From an optimization exercise on the open Yosys and OpenROAD flow, aimed at a short achievable clock period and few clock cycles; shortcuts taken in it are not production practice. In this exercise RTL edits were held to simulation tests only and were not proved equivalent to the original. Power and IR drop assume default switching activity.

Setup of the baseline:
==> flow/design.v <==
module MIPS (CLK, RST, CS, WE, ADDR, Mem_In, Mem_Out);
  input CLK, RST;
  output CS, WE;
  output [6:0] ADDR;
  input [31:0] Mem_In;
  output [31:0] Mem_Out;
  localparam IB = 5;               
  localparam NB = 1 << IB;         
  localparam TB = 7 - IB;          
  reg  [6:0] fa;             
  reg  [6:0] nfa;            
  reg        mv;             
  reg        m_lw;
  reg        weq;            
  reg [4:0]  m_dst;
  reg [31:0] m_sd;           
  reg [6:0]  m_pc;           
  reg        p1v, p2v;
  reg [6:0]  p1_pc, p2_pc;
  reg        xv;             
  reg [6:0]  npc;            
  reg [6:0]  x_pc;           
  reg [6:0]  tgt;            
  reg [6:0]  x_ptgt;         
  reg [31:0] A, B, IMM;
  reg [4:0]  x_sh, x_dst;
  reg x_we, x_lw, x_sw, x_beq, x_bne, x_jr, x_jal, x_pred;
  reg s_add, s_addi, s_andi, s_ori, s_sub, s_xor, s_and, s_or, s_slt, s_srl, s_sll, s_rbit, s_rev,
      s_add8, s_sadd, s_ssub, s_imm, s_jal;
  reg [6:0]  ras;            
  reg        wb_v;
  reg [4:0]  wb_dst;
  reg [31:0] wb_val;
  wire [31:0] rf_a, rf_b;
  wire [32:0] sum  = {1'b0, A} + {1'b0, B};
  wire [31:0] sumi = A + IMM;
  wire [32:0] dif  = {1'b0, A} - {1'b0, B};
  wire [31:0] sum8;
  assign sum8[7:0]   = A[7:0]   + B[7:0];
  assign sum8[15:8]  = A[15:8]  + B[15:8];
  assign sum8[23:16] = A[23:16] + B[23:16];
  assign sum8[31:24] = A[31:24] + B[31:24];
  wire [31:0] shr = B >> x_sh;
  wire [31:0] shl = B << x_sh;
  reg  [31:0] brev;
  integer i;
  always @(*) for (i = 0; i < 32; i = i + 1) brev[i] = B[31-i];
  wire [31:0] bytrev = {B[7:0], B[15:8], B[23:16], B[31:24]};
  wire [31:0] res_other =
      ({32{s_xor}}  & (A ^ B))
    | ({32{s_and}}  & (A & B))
    | ({32{s_or}}   & (A | B))
    | ({32{s_andi}} & (A & IMM))
    | ({32{s_ori}}  & (A | IMM))
    | ({32{s_srl}}  & shr)
    | ({32{s_sll}}  & shl)
    | ({32{s_rbit}} & brev)
    | ({32{s_rev}}  & bytrev)
    | ({32{s_imm}}  & IMM)
    | ({32{s_jal}}  & {25'd0, npc});
  wire [31:0] res =
      res_other
    | ({32{s_add | s_sadd}} & sum[31:0]) | {32{s_sadd & sum[32]}}
    | ({32{s_addi}} & sumi)
    | ({32{s_sub | s_ssub & ~dif[32]}} & dif[31:0])
    | {31'd0, s_slt & dif[32]}
    | ({32{s_add8}} & sum8);
  wire eq     = (A == B);
  wire taken  = x_beq ? eq : ~eq;
  wire jr_bad = (A[6:0] != x_ptgt);
  wire misp   = xv & (((x_beq | x_bne) & (taken ^ x_pred)) | (x_jr & jr_bad));
  wire [6:0] actual = x_jr ? A[6:0] : taken ? tgt : npc;
  wire x_wr   = xv & x_we;
  wire x_mem  = xv & (x_lw | x_sw);
  wire [6:0] ea = A[6:0] + IMM[6:0];
  assign ADDR = fa;
  assign CS = 1'b1;
  assign WE = weq;
  assign Mem_Out = m_sd;
  reg [31:0]   bw [0:NB-1];    
  reg [6:0]    ba [0:NB-1];    
  reg [TB-1:0] bt [0:NB-1];    
  reg [NB-1:0] bv;
  reg [31:0] icw_q, icw;     
  reg [6:0]  ica_q;          
  reg        ichit_q, uic;   
  wire dvalid = ~mv | uic;
  wire [31:0] w = uic ? icw : Mem_In;
  wire [6:0] fpc = mv ? nfa : fa;
  wire [6:0] pc1 = fpc + 7'd1;
  wire [6:0] pc2 = fpc + 7'd2;
  wire [5:0] f_op = w[31:26];
  wire [4:0] f_rs = w[25:21];
  wire [4:0] f_rt = w[20:16];
  wire [5:0] f_fn = w[5:0];
  wire f_r    = (f_op == 6'b000000);
  wire f_k    = (w[15:6] == 10'd0);
  wire f_jr   = f_r & (f_fn == 6'b001000);
  wire f_addi = (f_op == 6'b001000);
  wire f_andi = (f_op == 6'b001100);
  wire f_ori  = (f_op == 6'b001101);
  wire f_lui  = (f_op == 6'b001111);
  wire f_lw   = (f_op == 6'b100011);
  wire f_sw   = (f_op == 6'b101011);
  wire f_beq  = (f_op == 6'b000100);
  wire f_bne  = (f_op == 6'b000101);
  wire f_j    = (f_op == 6'b000010);
  wire f_jal  = (f_op == 6'b000011);
  wire f_br   = f_beq | f_bne;
  wire [31:0] simm = {{16{w[15]}}, w[15:0]};
  wire m_wr = mv & m_lw;
  wire bx_a = x_wr & (x_dst == f_rs);
  wire bx_b = x_wr & (x_dst == f_rt);
  wire bm_a = m_wr & (m_dst == f_rs);
  wire bm_b = m_wr & (m_dst == f_rt);
  wire bw_a = wb_v & (wb_dst == f_rs);
  wire bw_b = wb_v & (wb_dst == f_rt);
  wire [31:0] opA = bx_a ? res : bm_a ? Mem_In : bw_a ? wb_val : rf_a;
  wire [31:0] opB = bx_b ? res : bm_b ? Mem_In : bw_b ? wb_val : rf_b;
  wire haz = xv & x_lw & ((x_dst == f_rs) | (x_dst == f_rt));
  wire dgo = dvalid & ~haz;
  wire [6:0] f_tgt = pc1 + w[6:0];
  reg [31:0] bhv, bht;
  wire f_pred = bhv[fpc[4:0]] ? bht[fpc[4:0]] : (w[15] | (f_beq & (f_rs == f_rt)));
  wire [6:0] f_ptgt = (xv & x_jal) ? npc : ras;
  wire f_seq = ~(f_j | f_jal | f_jr | (f_br & f_pred));
  wire [6:0] f_next = (f_j | f_jal) ? w[6:0] :
                      f_jr ? f_ptgt :
                      (f_br & f_pred) ? f_tgt : pc1;
  wire [6:0] nxt = dgo ? f_next : fpc;
  wire [6:0] ica_off = ica_q - pc1;
  wire nmatch = (f_j | f_jal) ? (w[6:0] == ica_q) :
                f_jr ? (f_ptgt == ica_q) :
                (f_br & f_pred) ? (w[6:0] == ica_off) : (pc1 == ica_q);
  wire        rf_we = m_wr | wb_v;
  wire [4:0]  rf_wa = m_wr ? m_dst : wb_dst;
  wire [31:0] rf_wd = m_wr ? Mem_In : wb_val;
  wire fill1 = ~mv & p1v;
  wire fill2 = ~mv & p2v;
  integer e;
  always @(posedge CLK) begin
    if (RST) begin
      fa <= 7'd0;
      xv <= 1'b0;
      mv <= 1'b0;
      weq <= 1'b0;
      uic <= 1'b0;
      wb_v <= 1'b0;
      p1v <= 1'b0;
      p2v <= 1'b0;
      bv <= {NB{1'b0}};
    end else begin
      if (misp) begin
        fa <= actual;
        mv <= 1'b0;
        weq <= 1'b0;
        uic <= 1'b0;
      end else if (x_mem) begin
        fa <= ea;
        nfa <= nxt;
        mv <= 1'b1;
        weq <= x_sw;
        uic <= ichit_q & (dgo ? nmatch : (fpc == ica_q));
      end else begin
        fa <= nxt;
        mv <= 1'b0;
        weq <= 1'b0;
        uic <= 1'b0;
      end
      xv <= ~misp & dgo;
      wb_v <= x_wr;
      if (mv && !uic) begin
        p1v <= 1'b1;
        p1_pc <= m_pc;
        p2v <= p1v;
        p2_pc <= p1_pc;
      end else begin
        p1v <= 1'b0;
        p2v <= 1'b0;
      end
      for (e = 0; e < NB; e = e + 1)
        if (fill1 && p1_pc[IB-1:0] == e || fill2 && p2_pc[IB-1:0] == e) bv[e] <= 1'b1;
        else if (weq && ba[e] == fa) bv[e] <= 1'b0;
    end
    for (e = 0; e < NB; e = e + 1)
      if (fill1 && p1_pc[IB-1:0] == e) begin
        bw[e] <= Mem_In;
        ba[e] <= fa;
        bt[e] <= p1_pc[6:IB];
      end else if (fill2 && p2_pc[IB-1:0] == e) begin
        bw[e] <= Mem_In;
        ba[e] <= fa;
        bt[e] <= p2_pc[6:IB];
      end
    icw_q   <= bw[fpc[IB-1:0]];
    ica_q   <= ba[fpc[IB-1:0]];
    ichit_q <= bv[fpc[IB-1:0]] & (bt[fpc[IB-1:0]] == fpc[6:IB]);
    icw     <= icw_q;
    x_pc    <= fpc;
    m_pc    <= x_pc;
    if (xv && x_jal) ras <= npc;
    if (RST) bhv <= 32'd0;
    else if (xv && (x_beq || x_bne)) begin
      bhv[x_pc[4:0]] <= 1'b1;
      bht[x_pc[4:0]] <= taken;
    end
    m_lw  <= x_lw;
    m_dst <= x_dst;
    m_sd  <= B;
    wb_dst <= x_dst;
    wb_val <= res;
    npc <= pc1;
    tgt <= f_tgt;
    x_ptgt <= f_ptgt;
    A   <= opA;
    B   <= opB;
    IMM <= f_lui ? {w[15:0], 16'd0} : simm;
    x_sh <= w[10:6];
    x_dst <= f_jal ? 5'd31 : f_r ? (f_k ? f_rs : w[15:11]) : f_rt;
    x_we <= (f_r & ~f_jr) | f_addi | f_andi | f_ori | f_lui | f_jal;
    x_lw <= f_lw;
    x_sw <= f_sw;
    x_beq <= f_beq;
    x_bne <= f_bne;
    x_jr <= f_jr;
    x_jal <= f_jal;
    x_pred <= f_pred;
    s_add  <= f_r & (f_fn == 6'b100000);
    s_addi <= f_addi;
    s_andi <= f_andi;
    s_ori  <= f_ori;
    s_sub  <= f_r & (f_fn == 6'b100010);
    s_xor  <= f_r & (f_fn == 6'b100110);
    s_and  <= f_r & (f_fn == 6'b100100);
    s_or   <= f_r & (f_fn == 6'b100101);
    s_slt  <= f_r & (f_fn == 6'b101010);
    s_srl  <= f_r & (f_fn == 6'b000010);
    s_sll  <= f_r & (f_fn == 6'b000000);
    s_rbit <= f_r & (f_fn == 6'b101111);
    s_rev  <= f_r & (f_fn == 6'b110000);
    s_add8 <= f_r & (f_fn == 6'b101101);
    s_sadd <= f_r & (f_fn == 6'b110001);
    s_ssub <= f_r & (f_fn == 6'b110010);
    s_imm  <= f_lui;
    s_jal  <= f_jal;
  end
  REG Register(.CLK(CLK), .WE(rf_we), .WA(rf_wa), .WD(rf_wd),
               .RA1(f_rs), .RD1(rf_a), .RA2(f_rt), .RD2(rf_b));
endmodule
module REG(CLK, WE, WA, WD, RA1, RD1, RA2, RD2);
  input CLK;
  input WE;
  input [4:0] WA;
  input [31:0] WD;
  input [4:0] RA1, RA2;
  output [31:0] RD1, RD2;
  wire [1023:0] flat;
  genvar k;
  generate
    for (k = 0; k < 32; k = k + 1) begin : r
      reg [31:0] q;
      always @(posedge CLK)
        if (WE && WA == k) q <= WD;
      assign flat[k*32 +: 32] = q;
    end
  endgenerate
  assign RD1 = flat[RA1*32 +: 32];
  assign RD2 = flat[RA2*32 +: 32];
endmodule
Settings: LEC_CHECK=0, ABC_CLOCK_PERIOD_IN_PS=3000, CAP_MARGIN=20, CORE_MARGIN=2, CORE_UTILIZATION=55, SETUP_SLACK_MARGIN=3.5, SLEW_MARGIN=20; clock period 7.0 ns.
run.sh (not shown) runs the stock make flow with config.mk's settings and CLKGATE_MAP_FILE= SYNTH_SCRIPT=/design/flow/synth_recipe.tcl, a recipe that flattens the netlist after the stock synthesis.
Testbench counts of the baseline, summed over its fixed seeds: cycles 123,643.
#### Input delta (the candidate over the baseline)
-- flow/design.v --
<<< the baseline, line 86
  reg        ichit_q, uic;   
  wire dvalid = ~mv | uic;
  wire [31:0] w = uic ? icw : Mem_In;
  wire [6:0] fpc = mv ? nfa : fa;
  wire [6:0] pc1 = fpc + 7'd1;
>>> the candidate, line 86
  reg        ichit_q, uic;   
  wire dvalid = ~mv | uic;
  wire [31:0] w = mv ? icw : Mem_In;
  wire [6:0] fpc = mv ? nfa : fa;
  wire [6:0] pc1 = fpc + 7'd1;
<<< the baseline, line 121
  wire dgo = dvalid & ~haz;
  wire [6:0] f_tgt = pc1 + w[6:0];
  reg [31:0] bhv, bht;
  wire f_pred = bhv[fpc[4:0]] ? bht[fpc[4:0]] : (w[15] | (f_beq & (f_rs == f_rt)));
  wire [6:0] f_ptgt = (xv & x_jal) ? npc : ras;
  wire f_seq = ~(f_j | f_jal | f_jr | (f_br & f_pred));
>>> the candidate, line 121
  wire dgo = dvalid & ~haz;
  wire [6:0] f_tgt = pc1 + w[6:0];
  wire f_pred = w[15] | (f_beq & (f_rs == f_rt));
  wire [6:0] f_ptgt = (xv & x_jal) ? npc : ras;
  wire f_seq = ~(f_j | f_jal | f_jr | (f_br & f_pred));
<<< the baseline, line 200
    m_pc    <= x_pc;
    if (xv && x_jal) ras <= npc;
    if (RST) bhv <= 32'd0;
    else if (xv && (x_beq || x_bne)) begin
      bhv[x_pc[4:0]] <= 1'b1;
      bht[x_pc[4:0]] <= taken;
    end
    m_lw  <= x_lw;
    m_dst <= x_dst;
>>> the candidate, line 199
    m_pc    <= x_pc;
    if (xv && x_jal) ras <= npc;
    m_lw  <= x_lw;
    m_dst <= x_dst;
==> comparison <==
From the candidate to the baseline, hold violation total from the final report did not move at all. Initial antenna violation count delta for the candidate relative to the baseline: about 43% higher. Of the baseline and the candidate, the higher sequential cell count belongs to the baseline. Compared with the baseline, the candidate shows a higher biggest fanout along the worst timing path. Against the baseline as the reference, the candidate delivers a lower mux contribution to synthesized area. Compared with the baseline, in the candidate wire length of the first global-routing pass went up by about 11%, worst hold slack went up by 0.035 ns, slack of the critical path went down by 0.11 ns, total design power went up by 1.4 mW.
Testbench counts of the candidate, summed over its fixed seeds: cycles 125,767.

## what the ideal ports hide
How much do the figures lean on ideal ports? The routed layouts below were timed once more, with nothing changed but the port constraints.
Step 1 (the two cells are an assumption about what drives the block):
set clk [get_ports {CLK}]
set_driving_cell -lib_cell sky130_fd_sc_hd__clkbuf_16 $clk
set_driving_cell -lib_cell sky130_fd_sc_hd__buf_2 [delete_from_list [all_inputs] $clk]
Step 2, shift: input delay + t, output delay - t, t = (earliest + latest rising clock arrival at the registers) / 2. This alone moves slack from input paths to output paths.
Three values: ideal ports, drivers, drivers and shift; two values: the first two.
run	t, ns	setup slack, ns	hold WS [ns]	worst setup path after step 2	worst register clock-pin slew, ns
the baseline	1.029	3.302 / 3.302 / 2.389	0.273 / 0.273 / 0.273	input to register	0.07 / 0.07
the candidate	1.042	3.190 / 3.083 / 2.041	0.308 / 0.308 / 0.308	input to register	0.07 / 0.07
After both steps setup and hold are still met in every run listed. For the candidate, which loses most, drivers alone change the setup slack by -0.107 ns; drivers and shift together by -1.149 ns.
